This is an optimization exercise on Yosys and OpenROAD, whose aim is small area, not a production implementation.
The RTL was checked by simulation tests, not by an equivalence proof against the original design.
Power and IR drop assume default switching activity.

==> 03-01 <==
==> flow/design.v <==
module top (
    input        clk,
    input        rst_raw,
    input        confirm_raw,
    input  [3:0] col,
    output [3:0] row,
    output [6:0] seg2,
    output [1:0] anode2,
    output [6:0] seg4,
    output [3:0] anode4,
    output       ain,
    output       gain,
    output       shutdown_n
);
    function [9:0] lf10(input [9:0] q);
        lf10 = {q[8:0], (q[9] ^ q[2]) & (|q[8:0])};
    endfunction
    function [12:0] lf13(input [12:0] q);
        lf13 = {q[11:0], q[12] ^ q[2]};
    endfunction
    localparam [12:0] S_0    = 13'd1,
                      S_4202 = 13'd6930,
                      S_4624 = 13'd1251,
                      S_6248 = 13'd1377,
                      S_6249 = 13'd2754;
    reg [9:0] rcnt;
    reg       rprev;
    reg       db_reset;
    always @(posedge clk) begin
        rprev <= rst_raw;
        rcnt  <= (rst_raw != rprev) ? 10'd1 : lf10(rcnt);
        db_reset <= db_reset_next;
    end
    wire db_reset_next = (rst_raw == rprev && rcnt == 10'd0) ? rst_raw : db_reset;
    wire srst = db_reset | db_reset_next;
    reg        cprev;
    reg        db_confirm;
    reg [12:0] tl;
    wire       csat = (tl[9:0] == 10'd0);
    always @(posedge clk)
        cprev <= confirm_raw & ~rst_raw;
    always @(posedge clk or posedge rst_raw) begin
        if (rst_raw)
            db_confirm <= 0;
        else if (confirm_raw == cprev && csat)
            db_confirm <= confirm_raw;
    end
    reg [5:0] cnt_lo;
    reg [9:0] cnt_hi;
    always @(posedge clk) begin
        if (srst) begin
            cnt_lo <= 0; cnt_hi <= 0;
        end else begin
            cnt_lo <= {cnt_lo[4:0], cnt_lo[5] ^ cnt_lo[4] ^ (cnt_lo[4:0] == 5'd0)};
            cnt_hi <= cnt_hi + (cnt_lo == 6'b100000);
        end
    end
    reg [1:0] scan_row;
    reg [9:0] dcnt;        
    reg       scanning;
    wire dfull   = (dcnt == 10'd0);
    wire colany  = (col != 4'b1111);
    wire valid   = ~scanning & dfull;
    always @(posedge clk) begin
        if (srst)
            scan_row <= 0;
        else if (scanning & ~colany)
            scan_row <= scan_row + 1;
    end
    always @(posedge clk) begin
        dcnt     <= (db_reset | ~scanning | ~colany) ? 10'd1 : lf10(dcnt);
        scanning <= db_reset | (scanning ? ~(colany & dfull) : ~colany);
    end
    assign row = ~(4'b0001 << scan_row);
    reg [3:0] keydec;
    always @(*) begin
            case ({scan_row, col})
                {2'd0,4'b1110}: keydec = 4'h1;
                {2'd0,4'b1101}: keydec = 4'h2;
                {2'd0,4'b1011}: keydec = 4'h3;
                {2'd0,4'b0111}: keydec = 4'hA;
                {2'd1,4'b1110}: keydec = 4'h4;
                {2'd1,4'b1101}: keydec = 4'h5;
                {2'd1,4'b1011}: keydec = 4'h6;
                {2'd1,4'b0111}: keydec = 4'hB;
                {2'd2,4'b1110}: keydec = 4'h7;
                {2'd2,4'b1101}: keydec = 4'h8;
                {2'd2,4'b1011}: keydec = 4'h9;
                {2'd2,4'b0111}: keydec = 4'hC;
                {2'd3,4'b1110}: keydec = 4'hE;
                {2'd3,4'b1101}: keydec = 4'h0;
                {2'd3,4'b1011}: keydec = 4'hF;
                {2'd3,4'b0111}: keydec = 4'hD;
                default:        keydec = 4'h0;
            endcase
    end
    reg db_valid;
    always @(posedge clk or posedge rst_raw) begin
        if (rst_raw) db_valid <= 0;
        else         db_valid <= valid;
    end
    reg [1:0] st;
    reg       pend;
    reg [3:0] dln, drn;    
    wire [3:0] dl = ~dln, dr = ~drn;
    wire post = (st == 2'd3);
    wire confirm_ev = ~post & (st == 2'd2) & ~db_valid & db_confirm;
    always @(posedge clk)
        pend <= db_valid & ~post;
    always @(posedge clk) begin
        if (srst) begin
            st <= 0; dln <= 4'h0; drn <= 4'h0;
        end else begin
            if (pend) begin
                dln <= drn; drn <= ~key;
            end
            if (!post) begin
                if (db_valid) begin
                    if (st != 2'd2) st <= st + 1;
                end else if (confirm_ev)
                    st <= 2'd3;
            end
        end
    end
    wire [7:0] code = {dl, dr};
    reg        vcode;
    always @(*) begin
        case (code)
            8'h1A, 8'h2A, 8'h3A, 8'h4B, 8'h5B, 8'h6B, 8'h7C, 8'h8C, 8'h9C: vcode = 1'b1;
            default: vcode = 1'b0;
        endcase
    end
    reg [4:0]  hk;
    wire [4:0] H = hk;
    wire [3:0] key = hk[3:0];
    reg        tone;
    wire [12:0] L = tl;
    wire term    = (L == S_6249);
    wire hold    = term & (H == 5'd31) & ~tone & ~vcode;
    wire db_rise = rst_raw & rprev & (rcnt == 10'd0);
    always @(posedge clk) begin
        if (rst_raw & (~post | db_rise))
            tl <= 13'd1;
        else if (~post) begin
            if (confirm_ev)
                tl <= S_6248;
            else if (confirm_raw != cprev)
                tl <= 13'd1;
            else
                tl <= {tl[11:0], (tl[9] ^ tl[2]) & (|tl[8:0])};
        end else if (hold)
            tl <= S_6249;
        else
            tl <= term ? (vcode ? S_0 : S_4202) : lf13(tl);
    end
    always @(posedge clk) begin
        if (post) begin
            if (term & ~hold & ~(H[4] & ~H[0]))
                hk <= hk + 1;
        end else if (confirm_ev)
            hk <= 5'd31;
        else if (scanning & dfull)
            hk[3:0] <= keydec;
    end
    wire [3:0] dsel = cnt_hi[9] ? dr : dl;
    reg  [6:0] s2;
    always @(*) begin
        case (dsel)
            4'h0: s2 = 7'b0111111;
            4'h1: s2 = 7'b0000110;
            4'h2: s2 = 7'b1011011;
            4'h3: s2 = 7'b1001111;
            4'h4: s2 = 7'b1100110;
            4'h5: s2 = 7'b1101101;
            4'h6: s2 = 7'b1111101;
            4'h7: s2 = 7'b0000111;
            4'h8: s2 = 7'b1111111;
            4'h9: s2 = 7'b1101111;
            4'hA: s2 = 7'b1110111;
            4'hB: s2 = 7'b1111100;
            4'hC: s2 = 7'b0111001;
            4'hD: s2 = 7'b1011110;
            4'hE: s2 = 7'b1111001;
            default: s2 = 7'b1110001;
        endcase
    end
    assign seg2   = s2;
    assign anode2 = cnt_hi[9] ? 2'b10 : 2'b01;
    localparam [6:0] LA = 7'b1110111, LB = 7'b1111100, LC = 7'b0111001,
                     LD = 7'b1011110, LE = 7'b1111001, LF = 7'b1110001,
                     LH = 7'b1110110, LI = 7'b0000110, LK = 7'b1110101,
                     LN = 7'b1010100, LO = 7'b0111111, LP = 7'b1110011,
                     LR = 7'b1010000, LS = 7'b1101101, LT = 7'b0000111,
                     LU = 7'b0111110, SP = 7'b0000000;
    wire [1:0] pos   = cnt_hi[9:8];
    wire [1:0] shift = {H[3] & H[2], H[3] & H[1]};
    wire [2:0] idx   = {1'b0, pos} + {1'b0, shift};
    wire       dact  = post & vcode & ~H[4];
    reg [6:0] s4;
    always @(*) begin
        case ({code, idx})
            {8'h1A, 3'd0}: s4 = LC;
            {8'h1A, 3'd1}: s4 = LH;
            {8'h1A, 3'd2}: s4 = LI;
            {8'h1A, 3'd3}: s4 = LP;
            {8'h2A, 3'd0}: s4 = LB;
            {8'h2A, 3'd1}: s4 = LA;
            {8'h2A, 3'd2}: s4 = LR;
            {8'h2A, 3'd3}: s4 = SP;
            {8'h3A, 3'd0}: s4 = LC;
            {8'h3A, 3'd1}: s4 = LH;
            {8'h3A, 3'd2}: s4 = LO;
            {8'h3A, 3'd3}: s4 = LC;
            {8'h4B, 3'd0}: s4 = LN;
            {8'h4B, 3'd1}: s4 = LU;
            {8'h4B, 3'd2}: s4 = LT;
            {8'h4B, 3'd3}: s4 = LS;
            {8'h5B, 3'd0}: s4 = LC;
            {8'h5B, 3'd1}: s4 = LA;
            {8'h5B, 3'd2}: s4 = LK;
            {8'h5B, 3'd3}: s4 = LE;
            {8'h6B, 3'd0}: s4 = LO;
            {8'h6B, 3'd1}: s4 = LR;
            {8'h6B, 3'd2}: s4 = LE;
            {8'h6B, 3'd3}: s4 = LO;
            {8'h7C, 3'd0}: s4 = LC;
            {8'h7C, 3'd1}: s4 = LA;
            {8'h7C, 3'd2}: s4 = LF;
            {8'h7C, 3'd3}: s4 = LE;
            {8'h8C, 3'd0}: s4 = LA;
            {8'h8C, 3'd1}: s4 = LC;
            {8'h8C, 3'd2}: s4 = LA;
            {8'h8C, 3'd3}: s4 = LI;
            {8'h9C, 3'd0}: s4 = LR;
            {8'h9C, 3'd1}: s4 = LA;
            {8'h9C, 3'd2}: s4 = LN;
            {8'h9C, 3'd3}: s4 = LD;
            default: s4 = SP;
        endcase
    end
    assign seg4   = dact ? s4 : SP;
    assign anode4 = ~(4'b0001 << pos);
    reg [23:0] step;
    always @(*) begin
        case ({vcode, H[3:0]})
            5'd0: step = 24'd110728;
            5'd1: step = 24'd109928;
            5'd2: step = 24'd109128;
            5'd3: step = 24'd108328;
            5'd4: step = 24'd107528;
            5'd5: step = 24'd106728;
            5'd6: step = 24'd105928;
            5'd7: step = 24'd105128;
            5'd8: step = 24'd104328;
            5'd9: step = 24'd103528;
            5'd10: step = 24'd102728;
            5'd11: step = 24'd101928;
            5'd12: step = 24'd101128;
            5'd13: step = 24'd101128;
            5'd14: step = 24'd101128;
            5'd15: step = 24'd110728;
            5'd16: step = 24'd352187;
            5'd17: step = 24'd352187;
            5'd18: step = 24'd263314;
            5'd19: step = 24'd263314;
            5'd20: step = 24'd73819;
            5'd21: step = 24'd73819;
            5'd22: step = 24'd73819;
            5'd23: step = 24'd73819;
            5'd24: step = 24'd73819;
            5'd25: step = 24'd73819;
            5'd26: step = 24'd73819;
            5'd27: step = 24'd73819;
            5'd28: step = 24'd73819;
            5'd29: step = 24'd73819;
            5'd30: step = 24'd73819;
            5'd31: step = 24'd73819;
            default: step = 24'd0;
        endcase
    end
    reg  [23:0] acc;
    wire [23:0] sum;
    wire [24:0] cy;
    assign cy[0] = 1'b0;
    genvar gi;
    generate
        for (gi = 0; gi < 24; gi = gi + 1) begin : g_add
            assign sum[gi]  = acc[gi] ^ step[gi] ^ cy[gi];
            assign cy[gi+1] = (acc[gi] & step[gi]) | (cy[gi] & (acc[gi] ^ step[gi]));
        end
    endgenerate
    wire clr = term & (((H == 5'd31) & ~tone) |
                       (vcode & ((H == 5'd1) | (H == 5'd3) | (H == 5'd4) |
                                 (H == 5'd5) | (H == 5'd6))));
    always @(posedge clk)
        acc <= clr ? 24'd0 : sum;
    always @(posedge clk)
        tone <= post & (((H == 5'd31) & term) |
                        (vcode ? ((H <= 5'd4) | (H == 5'd6))
                               : ((H <= 5'd11) | ((H == 5'd12) & tone & (L != S_4624)))));
    reg ain_r;
    always @(posedge clk) begin
        if (srst)
            ain_r <= 0;
        else
            ain_r <= tone ? (acc[23] ? ~(cnt_hi[1] & cnt_hi[0]) : ~(cnt_hi[1] | cnt_hi[0]))
                          : ~cnt_hi[1];
    end
    assign ain        = ain_r;
    assign gain       = 1'b0;
    assign shutdown_n = ~db_reset;
endmodule
==> flow/flow/run.sh <==
#!/bin/bash
# Standard synthesis, then the combinational logic re-mapped for area by
# yosys/abc (registers untouched), then the standard layout with plain buf_1
# port buffers and a clock tree without dummy loads.
set -euo pipefail
HERE=$(pwd)
cat >> config.mk <<'EOC'
export BUFFER_PORTS_ARGS = -buffer_cell sky130_fd_sc_hd__buf_1
export CTS_ARGS = -sink_clustering_enable -repair_clock_nets -dont_use_dummy_load -buf_list {sky130_fd_sc_hd__clkbuf_4 sky130_fd_sc_hd__clkbuf_8}
EOC
bash standard.sh synth > make_synth.log 2>&1
R=$HERE/orfs/results/$FLOW_PLATFORM/top/base
cp $R/1_2_yosys.v $HERE/1_2_yosys_standard.v
export REOPT_LIB=$FLOW_HOME/platforms/sky130hd/lib/sky130_fd_sc_hd__tt_025C_1v80.lib
export REOPT_IN=$HERE/1_2_yosys_standard.v
export REOPT_OUT=$HERE/1_2_yosys_reopt.v
export REOPT_SCRIPT=$HERE/flow/reopt.abc
export REOPT_DONT_USE=$(sed -n '/DONT_USE_CELLS/,/^$/p' $FLOW_HOME/platforms/sky130hd/config.mk | grep -o "sky130_fd_sc_hd__[a-z0-9_]*" | sed 's/^/-dont_use /' | tr '\n' ' ')
yosys -c $HERE/flow/reopt.tcl > $HERE/reopt_yosys.log 2>&1
cp $REOPT_OUT $R/1_2_yosys.v
rm -f $R/1_synth.odb
bash standard.sh > make_finish.log 2>&1
==> flow/flow/reopt.abc <==
strash
&get -n
&deepsyn -T 60
&put
dch
amap
==> flow/flow/reopt.tcl <==
# Re-map the combinational logic of the standard synthesis for area.
# Registers and the tie cell are kept as they are (same cells, same names).
yosys read_liberty -ignore_miss_func $::env(REOPT_LIB)
yosys read_verilog $::env(REOPT_IN)
yosys hierarchy -top $::env(FLOW_TOP)
yosys setattr -mod -set keep_hierarchy 1 sky130_fd_sc_hd__df* sky130_fd_sc_hd__edf* sky130_fd_sc_hd__conb_*
yosys flatten
yosys opt_clean
yosys stat -liberty $::env(REOPT_LIB)
yosys abc -liberty $::env(REOPT_LIB) {*}$::env(REOPT_DONT_USE) -script $::env(REOPT_SCRIPT) $::env(FLOW_TOP)
yosys opt_clean -purge
yosys delete t:\$scopeinfo
yosys rename -enumerate -pattern reopt_%_
yosys stat -liberty $::env(REOPT_LIB)
yosys select $::env(FLOW_TOP)
yosys write_verilog -noattr -nohex -nodec -selected $::env(REOPT_OUT)
==> flow/standard.sh <==
#!/bin/bash
# synth_recipe.tcl (not shown) runs the flow's synth.tcl, then flattens the netlist and writes it again
# the make line also repeats each setting of config.mk as NAME=value (left out here)
make -C /OpenROAD-flow-scripts/flow DESIGN_CONFIG=/design/flow/config.mk WORK_HOME=/design/flow/orfs CLKGATE_MAP_FILE= SYNTH_SCRIPT=/design/flow/synth_recipe.tcl "${@:-finish}"
==> flow/config.mk <==
export PLATFORM = sky130hd
export DESIGN_NAME = top
export DESIGN_NICKNAME = top
export VERILOG_FILES = /design/flow/design.v
export SDC_FILE = /design/flow/constraint.sdc
export NUM_CORES = 4
export LEC_CHECK = 0
export CAP_MARGIN = 20
export CORE_MARGIN = 2
export CORE_UTILIZATION = 40
export CTS_BUF_LIST = sky130_fd_sc_hd__clkbuf_4 sky130_fd_sc_hd__clkbuf_8
export CTS_CLUSTER_DIAMETER = 100
export CTS_CLUSTER_SIZE = 30
export SLEW_MARGIN = 20
export BUFFER_PORTS_ARGS = -buffer_cell sky130_fd_sc_hd__buf_1
export CTS_ARGS = -sink_clustering_enable -repair_clock_nets -dont_use_dummy_load -buf_list {sky130_fd_sc_hd__clkbuf_4 sky130_fd_sc_hd__clkbuf_8}
==> flow/constraint.sdc <==
create_clock -name core_clock -period 10.0 [get_ports {clk}]
set_input_delay 2.0000 -clock core_clock [delete_from_list [all_inputs] [get_ports {clk}]]
set_output_delay 2.0000 -clock core_clock [all_outputs]
set_load 0.01 [all_outputs]
==> 03-24 (differences from 03-01) <==
--- a/flow/design.v
+++ b/flow/design.v
@@ -73,25 +73,14 @@
     end
     assign row = ~(4'b0001 << scan_row);
+    localparam [3:0] POS_0 = 4'b1101, POS_F = 4'b1110;
     reg [3:0] keydec;
     always @(*) begin
-            case ({scan_row, col})
-                {2'd0,4'b1110}: keydec = 4'h1;
-                {2'd0,4'b1101}: keydec = 4'h2;
-                {2'd0,4'b1011}: keydec = 4'h3;
-                {2'd0,4'b0111}: keydec = 4'hA;
-                {2'd1,4'b1110}: keydec = 4'h4;
-                {2'd1,4'b1101}: keydec = 4'h5;
-                {2'd1,4'b1011}: keydec = 4'h6;
-                {2'd1,4'b0111}: keydec = 4'hB;
-                {2'd2,4'b1110}: keydec = 4'h7;
-                {2'd2,4'b1101}: keydec = 4'h8;
-                {2'd2,4'b1011}: keydec = 4'h9;
-                {2'd2,4'b0111}: keydec = 4'hC;
-                {2'd3,4'b1110}: keydec = 4'hE;
-                {2'd3,4'b1101}: keydec = 4'h0;
-                {2'd3,4'b1011}: keydec = 4'hF;
-                {2'd3,4'b0111}: keydec = 4'hD;
-                default:        keydec = 4'h0;
-            endcase
+        case (col)
+            4'b1110: keydec = {scan_row, 2'd0};
+            4'b1101: keydec = {scan_row, 2'd1};
+            4'b1011: keydec = {scan_row, 2'd2};
+            4'b0111: keydec = {scan_row, 2'd3};
+            default: keydec = POS_0;
+        endcase
     end
     reg db_valid;
@@ -102,6 +91,5 @@
     reg [1:0] st;
     reg       pend;
-    reg [3:0] dln, drn;    
-    wire [3:0] dl = ~dln, dr = ~drn;
+    reg [3:0] dl, dr;      
     wire post = (st == 2'd3);
     wire confirm_ev = ~post & (st == 2'd2) & ~db_valid & db_confirm;
@@ -110,8 +98,8 @@
     always @(posedge clk) begin
         if (srst) begin
-            st <= 0; dln <= 4'h0; drn <= 4'h0;
+            st <= 0; dl <= POS_F; dr <= POS_F;
         end else begin
             if (pend) begin
-                dln <= drn; drn <= ~key;
+                dl <= dr; dr <= key;
             end
             if (!post) begin
@@ -123,12 +111,6 @@
         end
     end
-    wire [7:0] code = {dl, dr};
-    reg        vcode;
-    always @(*) begin
-        case (code)
-            8'h1A, 8'h2A, 8'h3A, 8'h4B, 8'h5B, 8'h6B, 8'h7C, 8'h8C, 8'h9C: vcode = 1'b1;
-            default: vcode = 1'b0;
-        endcase
-    end
+    wire vcode = (dl[3:2] == dr[3:2]) & (dl[3:2] != 2'd3) &
+                 (dl[1:0] != 2'd3) & (dr[1:0] == 2'd3);
     reg [4:0]  hk;
     wire [4:0] H = hk;
@@ -167,20 +149,20 @@
     always @(*) begin
         case (dsel)
-            4'h0: s2 = 7'b0111111;
-            4'h1: s2 = 7'b0000110;
-            4'h2: s2 = 7'b1011011;
-            4'h3: s2 = 7'b1001111;
-            4'h4: s2 = 7'b1100110;
-            4'h5: s2 = 7'b1101101;
-            4'h6: s2 = 7'b1111101;
-            4'h7: s2 = 7'b0000111;
-            4'h8: s2 = 7'b1111111;
-            4'h9: s2 = 7'b1101111;
-            4'hA: s2 = 7'b1110111;
-            4'hB: s2 = 7'b1111100;
-            4'hC: s2 = 7'b0111001;
-            4'hD: s2 = 7'b1011110;
-            4'hE: s2 = 7'b1111001;
-            default: s2 = 7'b1110001;
+            4'd0: s2 = 7'b0000110;  
+            4'd1: s2 = 7'b1011011;  
+            4'd2: s2 = 7'b1001111;  
+            4'd3: s2 = 7'b1110111;  
+            4'd4: s2 = 7'b1100110;  
+            4'd5: s2 = 7'b1101101;  
+            4'd6: s2 = 7'b1111101;  
+            4'd7: s2 = 7'b1111100;  
+            4'd8: s2 = 7'b0000111;  
+            4'd9: s2 = 7'b1111111;  
+            4'd10: s2 = 7'b1101111;  
+            4'd11: s2 = 7'b0111001;  
+            4'd12: s2 = 7'b1111001;  
+            4'd13: s2 = 7'b0111111;  
+            4'd14: s2 = 7'b1110001;  
+            4'd15: s2 = 7'b1011110;  
         endcase
     end
@@ -199,41 +181,41 @@
     reg [6:0] s4;
     always @(*) begin
-        case ({code, idx})
-            {8'h1A, 3'd0}: s4 = LC;
-            {8'h1A, 3'd1}: s4 = LH;
-            {8'h1A, 3'd2}: s4 = LI;
-            {8'h1A, 3'd3}: s4 = LP;
-            {8'h2A, 3'd0}: s4 = LB;
-            {8'h2A, 3'd1}: s4 = LA;
-            {8'h2A, 3'd2}: s4 = LR;
-            {8'h2A, 3'd3}: s4 = SP;
-            {8'h3A, 3'd0}: s4 = LC;
-            {8'h3A, 3'd1}: s4 = LH;
-            {8'h3A, 3'd2}: s4 = LO;
-            {8'h3A, 3'd3}: s4 = LC;
-            {8'h4B, 3'd0}: s4 = LN;
-            {8'h4B, 3'd1}: s4 = LU;
-            {8'h4B, 3'd2}: s4 = LT;
-            {8'h4B, 3'd3}: s4 = LS;
-            {8'h5B, 3'd0}: s4 = LC;
-            {8'h5B, 3'd1}: s4 = LA;
-            {8'h5B, 3'd2}: s4 = LK;
-            {8'h5B, 3'd3}: s4 = LE;
-            {8'h6B, 3'd0}: s4 = LO;
-            {8'h6B, 3'd1}: s4 = LR;
-            {8'h6B, 3'd2}: s4 = LE;
-            {8'h6B, 3'd3}: s4 = LO;
-            {8'h7C, 3'd0}: s4 = LC;
-            {8'h7C, 3'd1}: s4 = LA;
-            {8'h7C, 3'd2}: s4 = LF;
-            {8'h7C, 3'd3}: s4 = LE;
-            {8'h8C, 3'd0}: s4 = LA;
-            {8'h8C, 3'd1}: s4 = LC;
-            {8'h8C, 3'd2}: s4 = LA;
-            {8'h8C, 3'd3}: s4 = LI;
-            {8'h9C, 3'd0}: s4 = LR;
-            {8'h9C, 3'd1}: s4 = LA;
-            {8'h9C, 3'd2}: s4 = LN;
-            {8'h9C, 3'd3}: s4 = LD;
+        case ({dl, idx})
+            {4'd0, 3'd0}: s4 = LC;
+            {4'd0, 3'd1}: s4 = LH;
+            {4'd0, 3'd2}: s4 = LI;
+            {4'd0, 3'd3}: s4 = LP;
+            {4'd1, 3'd0}: s4 = LB;
+            {4'd1, 3'd1}: s4 = LA;
+            {4'd1, 3'd2}: s4 = LR;
+            {4'd1, 3'd3}: s4 = SP;
+            {4'd2, 3'd0}: s4 = LC;
+            {4'd2, 3'd1}: s4 = LH;
+            {4'd2, 3'd2}: s4 = LO;
+            {4'd2, 3'd3}: s4 = LC;
+            {4'd4, 3'd0}: s4 = LN;
+            {4'd4, 3'd1}: s4 = LU;
+            {4'd4, 3'd2}: s4 = LT;
+            {4'd4, 3'd3}: s4 = LS;
+            {4'd5, 3'd0}: s4 = LC;
+            {4'd5, 3'd1}: s4 = LA;
+            {4'd5, 3'd2}: s4 = LK;
+            {4'd5, 3'd3}: s4 = LE;
+            {4'd6, 3'd0}: s4 = LO;
+            {4'd6, 3'd1}: s4 = LR;
+            {4'd6, 3'd2}: s4 = LE;
+            {4'd6, 3'd3}: s4 = LO;
+            {4'd8, 3'd0}: s4 = LC;
+            {4'd8, 3'd1}: s4 = LA;
+            {4'd8, 3'd2}: s4 = LF;
+            {4'd8, 3'd3}: s4 = LE;
+            {4'd9, 3'd0}: s4 = LA;
+            {4'd9, 3'd1}: s4 = LC;
+            {4'd9, 3'd2}: s4 = LA;
+            {4'd9, 3'd3}: s4 = LI;
+            {4'd10, 3'd0}: s4 = LR;
+            {4'd10, 3'd1}: s4 = LA;
+            {4'd10, 3'd2}: s4 = LN;
+            {4'd10, 3'd3}: s4 = LD;
             default: s4 = SP;
         endcase
==> summary.txt <==
Result of the run: 03-24 complete, no violations; 03-01 complete, no violations
PnR worst setup slack: 03-24 2680 ps; 03-01 3360 ps
Slew of the pin with the lowest slew margin: 03-24 538 ps; 03-01 584 ps
Std-Cell Rows: 03-24 38; 03-01 39
Maximum operating frequency: 03-24 137 MHz; 03-01 151 MHz
Clock group total power: 03-24 200 µW; 03-01 199 µW
Beginning of the worst register-to-register path: 03-24 dl[3]$_SDFFE_PP1P_; 03-01 dln[0]$_SDFFE_PP0P_
WL/cell: 03-24 12.4 µm; 03-01 12.2 µm
Register clock-pin slew on the reported worst setup and hold paths: 03-24 90 ps; 03-01 100 ps
Peak supply drop: 03-24 0.000123 V; 03-01 0.000125 V
Layout fillers: 03-24 1140; 03-01 1145
Worst setup path end: 03-24 acc[23]$_SDFF_PP0_; 03-01 seg4[2]
Peak fanout along the critical path: 03-24 12; 03-01 6
Sum of routed wire segments on met1: 03-24 4900 µm; 03-01 4640 µm
Period Utilization, post-route: 03-24 73.2%; 03-01 66.4%
Overall power after layout: 03-24 1130 µW; 03-01 1240 µW
Post-Layout Inst Area: 03-24 4980 µm²; 03-01 5070 µm²
Met3 Track Usage GR: 03-24 4.17%; 03-01 4.52%
Synthesized Nets: 03-24 625; 03-01 635
Amount of wire on met2 after detailed routing: 03-24 4490 µm; 03-01 4420 µm
Starting DRC count in detailed routing: 03-24 309; 03-01 393
Library cell appearing most often on the critical path: 03-24 sky130_fd_sc_hd__nand2_1; 03-01 sky130_fd_sc_hd__nor2_1
Length of routed met3 wiring: 03-24 485 µm; 03-01 548 µm
Combined area of the multi-input logic cells: 03-24 2170 µm²; 03-01 2280 µm²

-- port drivers added, routing unchanged --
The results above use ideal ports. As a check the final layouts listed here were re-extracted and re-timed, cells and wires unchanged. Step 1 sets driving cells, clkbuf_16 on the clock port and buf_2 on the other inputs (assumed; they add their load-dependent delay and slew). Step 2, shift: input delay + t, output delay - t, t = (earliest + latest rising clock arrival at the registers) / 2. This alone moves slack from input paths to output paths. Three values: no drivers, after step 1, after step 2; two values: the first two.
run | t, ns | slack for setup (ns) | cell pins on the clock port's net
03-01 | 0.393 | 3.362 / 3.328 / 3.417 | 1
03-24 | 0.379 | 2.684 / 2.684 / 2.684 | 1
After both steps every run listed still meets setup and hold.
